Context: an optimization exercise on an open-source flow, tuned for small area. The choices shown serve that exercise and are no tape-out recipe. RTL that was checked went through simulation tests only; none was proved equivalent to the original. The flow treats the clock pin as an ideal source, which a real chip does not have. Power is estimated from default activity; no workload was simulated.

// IntMem
module IntMem (
            scan_en,
            aclk,
            areset_n,
            mem_type,
            remap,
            axi_awid,
            axi_awaddr,
            axi_awlen,
            axi_awsize,
            axi_awburst,
            axi_awlock,
            axi_awcache,
            axi_awprot,
            axi_awvalid,
            axi_awready,
            axi_wdata,
            axi_wstrb,
            axi_wlast,
            axi_wvalid,
            axi_wready,
            axi_bid,
            axi_bresp,
            axi_bvalid,
            axi_bready,
           axi_arid,      
           axi_araddr,       
           axi_arlen,     
           axi_arsize,    
           axi_arburst,   
           axi_arlock,    
           axi_arcache,   
           axi_arprot,    
           axi_arvalid,   
           axi_arready,
           axi_rid,
           axi_rdata,
           axi_rresp,
           axi_rlast,
           axi_rvalid,
           axi_rready,
           mem0_cs_n,
           mem0_wr_n,
           mem0_rd_n,
           mem0_wr_byte_en,
           mem0_addr,
           mem0_wr_addr,
           mem0_din,
           mem0_dout,
           mem1_cs_n,
           mem1_wr_n,
           mem1_rd_n,
           mem1_wr_byte_en,
           mem1_addr,
           mem1_wr_addr,
           mem1_din,
           mem1_dout,
           mem2_cs_n,
           mem2_wr_n,
           mem2_rd_n,
           mem2_wr_byte_en,
           mem2_addr,
           mem2_wr_addr,
           mem2_din,
           mem2_dout 
);
parameter             ID_WIDTH   = 12;           
parameter             DATA_WIDTH = 128;          
localparam            ID_MAX     = ID_WIDTH-1;
input               scan_en;
input               aclk;                                               
input               areset_n;
input               mem_type;  
input               remap;
input  [ ID_MAX:0]  axi_awid;
  ...
Size in the first run: about 1500 I/O pins, about 0.026 mm² of cells after synthesis.
Settings: LEC_CHECK=0, ABC_AREA=1, CAP_MARGIN=20, CORE_AREA=10 10 530 530, DIE_AREA=0 0 540 540, SLEW_MARGIN=20; clock period 11.0 ns.
run.sh (not shown) runs the stock make flow with config.mk's settings and CLKGATE_MAP_FILE= SYNTH_SCRIPT=/design/flow/synth_recipe.tcl, a recipe that flattens the netlist after the stock synthesis.
Change:
- ABC_AREA: 1 -> unset
- CORE_AREA: 10 10 530 530 -> 10 10 290 290
- DIE_AREA: 0 0 540 540 -> 0 0 300 300
Now the flow died in I/O pin placement.
Synthesized cell count is lower by about 9%.
Area after synthesis is higher by about 2%.
Change:
- CORE_AREA: 10 10 290 290 -> 10 10 530 530
- DIE_AREA: 0 0 300 300 -> 0 0 540 540
=> This time the run finished with timing, DRC and antenna clean. Synthesized cell count does not change. Synthesized area stays the same.
No run of this note included a check of the RTL's function; only the layout flow was run.

========
## run E
IntMem, a different RTL version from the one above (not shown whole).
export LEC_CHECK = 0
export CAP_MARGIN = 20
export CORE_AREA = 10 10 530 530
export DIE_AREA = 0 0 540 540
export SLEW_MARGIN = 20
create_clock -name core_clock -period 11.0 [get_ports {aclk}]
standard.sh (not shown) runs the stock make flow with config.mk's settings and CLKGATE_MAP_FILE= SYNTH_SCRIPT=/design/flow/synth_recipe.tcl, a recipe that flattens the netlist after the stock synthesis.
==> flow/flow/run.sh <==
#!/bin/bash
set -euo pipefail
export BUFFER_PORTS_ARGS="-buffer_cell sky130_fd_sc_hd__buf_1"
export CTS_ARGS="-sink_clustering_enable -repair_clock_nets -dont_use_dummy_load -sink_clustering_size 12 -sink_clustering_max_diameter 60 -buf_list {sky130_fd_sc_hd__clkbuf_8}"
bash standard.sh finish > standard_flow.log 2>&1
In summary, run E completed successfully, with a layout that passed the timing, DRC and antenna checks.
Setup changes, run E to run X
Settings: an added ABC_CLOCK_PERIOD_IN_PS of 7000.
--- outcome ---
- Max-capacitance violation count: run E vs run X identical
- Re internal power: no difference whatsoever between run X and run E.
- Reported for run X and run E, number of clock buffers in the layout turned out identical to the last digit.
- Post-CTS clock slew at the launch and capture registers of the worst setup and hold paths: run X vs run E, no meaningful difference
No functional check of the RTL was part of any run of this note.

========
## build 35
IntMem, a different RTL version from the one above (not shown whole).
Size in the first run: about 1,800 cells after synthesis, roughly 17,000 sq um of cells after synthesis.
==> flow/design.v (excerpt) <==
module IntMem (
            scan_en,
            aclk,
            areset_n,
            mem_type,
            remap,
            axi_awid,
            axi_awaddr,
            axi_awlen,
            axi_awsize,
            axi_awburst,
            axi_awlock,
            axi_awcache,
            axi_awprot,
            axi_awvalid,
            axi_awready,
            axi_wdata,
            axi_wstrb,
            axi_wlast,
            axi_wvalid,
            axi_wready,
            axi_bid,
            axi_bresp,
            axi_bvalid,
            axi_bready,
           axi_arid,      
           axi_araddr,       
           axi_arlen,     
           axi_arsize,    
           axi_arburst,   
           axi_arlock,    
           axi_arcache,   
           axi_arprot,    
           axi_arvalid,   
           axi_arready,
           axi_rid,
           axi_rdata,
           axi_rresp,
           axi_rlast,
           axi_rvalid,
           axi_rready,
           mem0_cs_n,
           mem0_wr_n,
           mem0_rd_n,
           mem0_wr_byte_en,
           mem0_addr,
           mem0_wr_addr,
           mem0_din,
           mem0_dout,
           mem1_cs_n,
           mem1_wr_n,
           mem1_rd_n,
           mem1_wr_byte_en,
           mem1_addr,
           mem1_wr_addr,
           mem1_din,
           mem1_dout,
           mem2_cs_n,
           mem2_wr_n,
           mem2_rd_n,
           mem2_wr_byte_en,
           mem2_addr,
           mem2_wr_addr,
           mem2_din,
           mem2_dout 
);
export LEC_CHECK = 0
export CAP_MARGIN = 20
export CORE_AREA = 10 10 530 530
export DIE_AREA = 0 0 540 540
export SLEW_MARGIN = 20
create_clock -name core_clock -period 11.0 [get_ports {aclk}]
==> flow/flow/run.sh <==
#!/bin/bash
set -euo pipefail
export BUFFER_PORTS_ARGS="-buffer_cell sky130_fd_sc_hd__buf_1"
export CTS_ARGS="-sink_clustering_enable -repair_clock_nets -dont_use_dummy_load -sink_clustering_size 30 -sink_clustering_max_diameter 70 -buf_list {sky130_fd_sc_hd__clkbuf_16}"
bash standard.sh finish > standard_flow.log 2>&1
Inputs modified between build 35 and build 78:
Settings: setting PLACE_DENSITY to 0.5 for the first time.
==> flow/flow/run.sh <==
#!/bin/bash
set -euo pipefail
export BUFFER_PORTS_ARGS="-buffer_cell sky130_fd_sc_hd__buf_1"
export CTS_ARGS="-sink_clustering_enable -repair_clock_nets -dont_use_dummy_load -sink_clustering_size 15 -sink_clustering_max_diameter 70 -buf_list {sky130_fd_sc_hd__clkbuf_8}"
bash standard.sh finish > standard_flow.log 2>&1
--- outcome ---
- From build 35 to build 78 the numbers moved as follows: share of cell area taken by flip-flops and latches has remained practically unchanged, count of clock-buffer cells in the layout has increased.
- Build 78 vs. build 35: sum of routed wire length over all layers fell by about 6%, number of filler cells placed in the layout closely matched the old numbers, wire length of the first global-routing pass has decreased.
- Summary of build 78 over build 35: synthesis-to-finish area growth went down; finished layout cell area went down; combinational power did not really move.
- Lower time the worst path needs with I/O delays and setup goes to build 35 over build 78.
Input-level comparison between build 45 and build 78:
Settings: PLACE_DENSITY no longer set, was 0.5; ABC_AREA now 1, previously not set.
Findings:
Per the comparison of build 45 with build 78, count of placed standard cells including taps picked up an extra 567; proportion of cell area spent on the clock network picked up an extra 0.32 points. Build 45 ends up with higher instance area after placement than build 78 does. Sequential area share after synthesis ends up higher on build 78. Build 45 vs. build 78: final critical delay including setup and external delays went down by 0.11 ns. Utilization after layout up 0.29 points in build 45 wrt build 78. Overall routed net length (build 78 / build 45): 0.77.

========
Starting RTL as in the previous note.
## IntMem
module IntMem (
            scan_en,
            aclk,
            areset_n,
            mem_type,
            remap,
            axi_awid,
            axi_awaddr,
            axi_awlen,
            axi_awsize,
            axi_awburst,
            axi_awlock,
            axi_awcache,
            axi_awprot,
            axi_awvalid,
            axi_awready,
            axi_wdata,
            axi_wstrb,
            axi_wlast,
            axi_wvalid,
            axi_wready,
            axi_bid,
            axi_bresp,
            axi_bvalid,
            axi_bready,
           axi_arid,      
           axi_araddr,       
           axi_arlen,     
           axi_arsize,    
           axi_arburst,   
           axi_arlock,    
           axi_arcache,   
           axi_arprot,    
           axi_arvalid,   
           axi_arready,
           axi_rid,
           axi_rdata,
           axi_rresp,
           axi_rlast,
           axi_rvalid,
           axi_rready,
           mem0_cs_n,
           mem0_wr_n,
           mem0_rd_n,
           mem0_wr_byte_en,
           mem0_addr,
           mem0_wr_addr,
           mem0_din,
           mem0_dout,
           mem1_cs_n,
           mem1_wr_n,
           mem1_rd_n,
           mem1_wr_byte_en,
           mem1_addr,
           mem1_wr_addr,
           mem1_din,
           mem1_dout,
           mem2_cs_n,
           mem2_wr_n,
           mem2_rd_n,
           mem2_wr_byte_en,
           mem2_addr,
           mem2_wr_addr,
           mem2_din,
           mem2_dout 
);
export LEC_CHECK = 0
export CAP_MARGIN = 20
export CORE_AREA = 10 10 530 530
export DIE_AREA = 0 0 540 540
export SLEW_MARGIN = 20
create_clock -name core_clock -period 11.0 [get_ports {aclk}]
==> flow/flow/run.sh <==
#!/bin/bash
set -euo pipefail
export BUFFER_PORTS_ARGS="-buffer_cell sky130_fd_sc_hd__buf_1"
export CTS_ARGS="-sink_clustering_enable -repair_clock_nets -dont_use_dummy_load -sink_clustering_size 15 -sink_clustering_max_diameter 70 -buf_list {sky130_fd_sc_hd__clkbuf_8}"
export POST_CTS_TCL="$PWD/flow/post_cts.tcl"
bash standard.sh finish > standard_flow.log 2>&1
==> flow/flow/post_cts.tcl <==
# Area recovery after CTS: downsize cells on paths with positive slack, then
# restore the slew and capacitance limits and legalise the placement. The
# global-route stage repairs design and timing again afterwards.
estimate_parasitics -placement
repair_timing -recover_power 100 -verbose
repair_design -verbose -cap_margin 20 -slew_margin 20
detailed_placement
check_placement -verbose
The starting point finished clean.
Change:
--- a/flow/flow/run.sh
+++ b/flow/flow/run.sh
@@ -5 +4,0 @@
-export POST_CTS_TCL="$PWD/flow/post_cts.tcl"
Settings changed: PLACE_DENSITY set to 0.7.
removed: flow/flow/post_cts.tcl
Result: The changed run produced a clean layout; cell area is about the same; power came out higher by 6.2%; setup slack degrades by 150 ps; count of clock-buffer cells in the layout went up by 7; core utilization hardly moves; non-clock buffer count fell by 19; wire length climbs by 20%; flip-flop and latch count does not change; combinational power increases by about 7%; cell count stays flat.
Change:
Settings changed: CORE_AREA 10 10 530 530 to 10 10 495 495, DIE_AREA 0 0 540 540 to 0 0 505 505, PLACE_DENSITY 0.7 to unset.
Result:
- total power shrinks by 4.6%
- area after synthesis is unchanged
- worst setup slack gets better by 37 ps
- routed wire length decreases by 23%
- clock skew falls by 53 ps
- design area goes down by 2.8%
- sequential cell count stays the same
- first-iteration DRC count came out lower by 8.1%
- non-clock buffer count goes up by 3
- global-route usage shrinks by 1.2 points
Change:
Settings changed: CAP_MARGIN 20 to 5, CORE_AREA 10 10 495 495 to 10 10 530 530, DIE_AREA 0 0 505 505 to 0 0 540 540, SLEW_MARGIN 20 to 5.
Outcome:
- The new run produced a clean layout
- via count came out lower by about 1%
- critical path depth came out higher by 2
- sequential power hardly moves
- register-to-register slack is better by 70 ps
- power came out lower by 1.3%

[what the ideal ports hide]
Ports are ideal in the flow. The routed layouts listed here were re-timed in OpenROAD. Step 1 sets driving cells, clkbuf_16 on the clock port and buf_2 on the other inputs (assumed; they add their load-dependent delay and slew). Step 2 times the ports against the registers' clock, not the clock port: input delays grow and output delays shrink by t, the midpoint of the rising clock arrivals with the driver on. Three values: ideal, step 1, step 2; two values: the first two.
run | shift t [ns] | setup slack, ns | worst hold slack (ns) | clock arrival spread, ns | worst data-port slew with drivers (ns)
the first run of note 1 | 0.721 | 1.153 / 1.031 / 1.031 | 0.472 / 0.472 / 0.472 | 0.078 / 0.079 | 0.64
the third run of note 1 | 0.759 | 0.390 / 0.220 / 0.220 | 0.473 / 0.473 / 0.473 | 0.026 / 0.026 | 0.55
run E | 0.783 | 0.308 / 0.220 / 0.220 | 0.470 / 0.470 / 0.470 | 0.078 / 0.078 | 0.51
run X | 0.783 | 0.308 / 0.220 / 0.220 | 0.470 / 0.470 / 0.470 | 0.078 / 0.078 | 0.51
build 35 | 0.640 | 0.656 / 0.623 / 0.623 | 0.464 / 0.464 / 0.464 | 0.086 / 0.086 | 0.52
build 78 | 0.728 | 0.650 / 0.621 / 0.621 | 0.472 / 0.472 / 0.472 | 0.105 / 0.105 | 0.59
build 45 | 0.760 | 0.765 / 0.714 / 0.714 | 0.466 / 0.466 / 0.466 | 0.119 / 0.118 | 0.77
the first run of note 4 | 0.726 | 0.632 / 0.600 / 0.600 | 0.470 / 0.470 / 0.470 | 0.127 / 0.126 | 0.53
the second run of note 4 | 0.745 | 0.486 / 0.408 / 0.408 | 0.466 / 0.466 / 0.466 | 0.122 / 0.122 | 0.80
the third run of note 4 | 0.738 | 0.524 / 0.493 / 0.493 | 0.476 / 0.476 / 0.476 | 0.081 / 0.081 | 0.47
the fourth run of note 4 | 0.728 | 0.657 / 0.625 / 0.625 | 0.468 / 0.468 / 0.468 | 0.130 / 0.131 | 0.55
After both steps setup and hold are still met in every run listed. The setup slack of the third run of note 1, which loses most, moves by -0.170 ns with the drivers and by -0.170 ns with both steps.
